Background: an optimization exercise with open tools, aiming at small area. Do not read the settings as production practice. Function was checked by simulation only, so behaviour that the tests miss may differ from the original. No activity file was given, so power comes from the tool's default toggle rates.

run 1:
// hdlc
module hdlc #(
  parameter FCS_TYPE  = 2,
  parameter ADD_WIDTH = 7
) (
  output reg    Tx,
  input         Rx,
  input         TxClkEn,
  input         RxClkEn,
  input         TxEN,
  input         RxEn,
  input         RST_I,
  input         CLK_I,
  input  [2:0]  ADR_I,
  output reg [31:0] DAT_O,
  input  [31:0] DAT_I,
  input         WE_I,
  input         STB_I,
  output reg    ACK_O,
  input         CYC_I,
  output        RTY_O,
  output reg    TAG0_O,
  output reg    TAG1_O
);
  localparam [6:0] MAX_ADDRESS = 7'h7F;
  assign RTY_O = 1'b0;
  reg        ack_0, ack_1, ack_2, ack_3, ack_4;
  reg  [4:1] DATO_0;    
  reg  [4:1] DATO_2;    
  reg [31:0] DATO_3;
  reg  [6:0] DATO_4;
  reg        en_0, en_1, en_2, en_3, en_4;
  reg  [2:0] wb_counter;
  reg        rst_count;
  reg        TxEnable, TxAbort, TxFCSen;
  reg  [7:0] TxDataInBuff;
  reg        Txwr;
  reg        RxRd;
  wire       TxDone, Tx_Full, Tx_AbortedTrans_D2;
  wire [6:0] Rx_FrameSize;
  wire       RxRdy_int, Rx_Buff_Overflow, Rx_FrameError_D2, Rx_FCSerr, Rx_AbortSignal_D2;
  wire [7:0] RxDataBuffOut;
  ...
export LEC_CHECK = 0
export CAP_MARGIN = 5
export CORE_MARGIN = 2
export CORE_UTILIZATION = 60
export GPL_TIMING_DRIVEN = 0
export PLACE_DENSITY = 0.8
export SLEW_MARGIN = 5
export SYNTH_HIERARCHICAL = 1
export SYNTH_MINIMUM_KEEP_SIZE = 0
create_clock -name core_clock -period 10.0 [get_ports {CLK_I}]
standard.sh (not shown) runs the stock make flow with config.mk's settings and CLKGATE_MAP_FILE= SYNTH_SCRIPT=/design/flow/synth_recipe.tcl, a recipe that flattens the netlist after the stock synthesis.
==> flow/flow/run.sh <==
#!/bin/bash
# The standard layout (standard.sh, with the standard synthesis), with
# three knobs changed through make variables:
#  - the buffers that synthesis (ABC) inserted are removed at floorplan, so
#    that the resizer buffers only the nets that need it;
#  - ports are buffered with the smallest buffer;
#  - the clock tree uses clkbuf_16 sink clusters of up to 28 flip-flops
#    within 90 um, and no dummy loads.
# The make output goes to flow_make.log; each ORFS step writes its own log
# under orfs/logs/.
set -euo pipefail
cd "$(dirname "$0")/.."
bash standard.sh \
  REMOVE_ABC_BUFFERS=1 \
  "BUFFER_PORTS_ARGS=-buffer_cell sky130_fd_sc_hd__buf_1" \
  "CTS_ARGS=-sink_clustering_enable -repair_clock_nets -sink_clustering_size 28 -sink_clustering_max_diameter 90 -buf_list sky130_fd_sc_hd__clkbuf_16 -dont_use_dummy_load" \
  finish > flow_make.log 2>&1
diff inputs: run 1 => run 2
--- a/flow/flow/run.sh
+++ b/flow/flow/run.sh
@@ -7,2 +7,2 @@
-#  - the clock tree uses clkbuf_16 sink clusters of up to 28 flip-flops
-#    within 90 um, and no dummy loads.
+#  - the clock tree uses clkbuf_16 sink clusters of up to 26 flip-flops
+#    within 80 um, and no dummy loads.
@@ -16 +16 @@
-  "CTS_ARGS=-sink_clustering_enable -repair_clock_nets -sink_clustering_size 28 -sink_clustering_max_diameter 90 -buf_list sky130_fd_sc_hd__clkbuf_16 -dont_use_dummy_load" \
+  "CTS_ARGS=-sink_clustering_enable -repair_clock_nets -sink_clustering_size 26 -sink_clustering_max_diameter 80 -buf_list sky130_fd_sc_hd__clkbuf_16 -dont_use_dummy_load" \
--- a/flow/config.mk
+++ b/flow/config.mk
@@ -8 +8 @@
-export CAP_MARGIN = 5
+export CAP_MARGIN = 10
@@ -13 +13 @@
-export SLEW_MARGIN = 5
+export SLEW_MARGIN = 10
Findings:
- Diff run 1 -> run 2: proportion of power drawn by flip-flops and latches went down, time the final worst path needs with I/O delays and setup lost 0.022 ns, clock skew increased by 0.025 ns relative to the old numbers, register-to-register slack shows an increase of 0.02 ns, clock-buffer cell count up 9.
- Run 2 vs run 1 — part of the cycle the worst path needs dropped 0.22 points.
- The run showing the smaller routed length on met2 is run 1.
- The slew of the pin with the lowest slew margin number comes out lower for run 2 vs run 1.
- A worst setup path endpoint of TxMem.row[100].m.data[4] is what run 1 shows, while TxMem.row[113].m.data[4] belongs to run 2.

## afterwards: timing with drivers on the ports
The results above use ideal ports. As a check the final layouts listed here were re-extracted and re-timed, cells and wires unchanged. Step 1 (the two cells are an assumption about what drives the block):
set clk [get_ports {CLK_I}]
set_driving_cell -lib_cell sky130_fd_sc_hd__clkbuf_16 $clk
set_driving_cell -lib_cell sky130_fd_sc_hd__buf_2 [delete_from_list [all_inputs] $clk]
Step 2, shift: input delay + t, output delay - t, t = (earliest + latest rising clock arrival at the registers) / 2. This alone moves slack from input paths to output paths. Three values: no drivers, after step 1, after step 2; two values: the first two.
| run | t, ns | setup WS [ns] | slew at the worst register clock pin (ns) |
|---|---|---|---|
| run 1 | 0.808 | 3.795 / 3.795 / 3.795 | 0.11 / 0.11 |
| run 2 | 0.806 | 3.816 / 3.816 / 3.816 | 0.10 / 0.10 |
After both steps setup and hold are still met in every run listed.
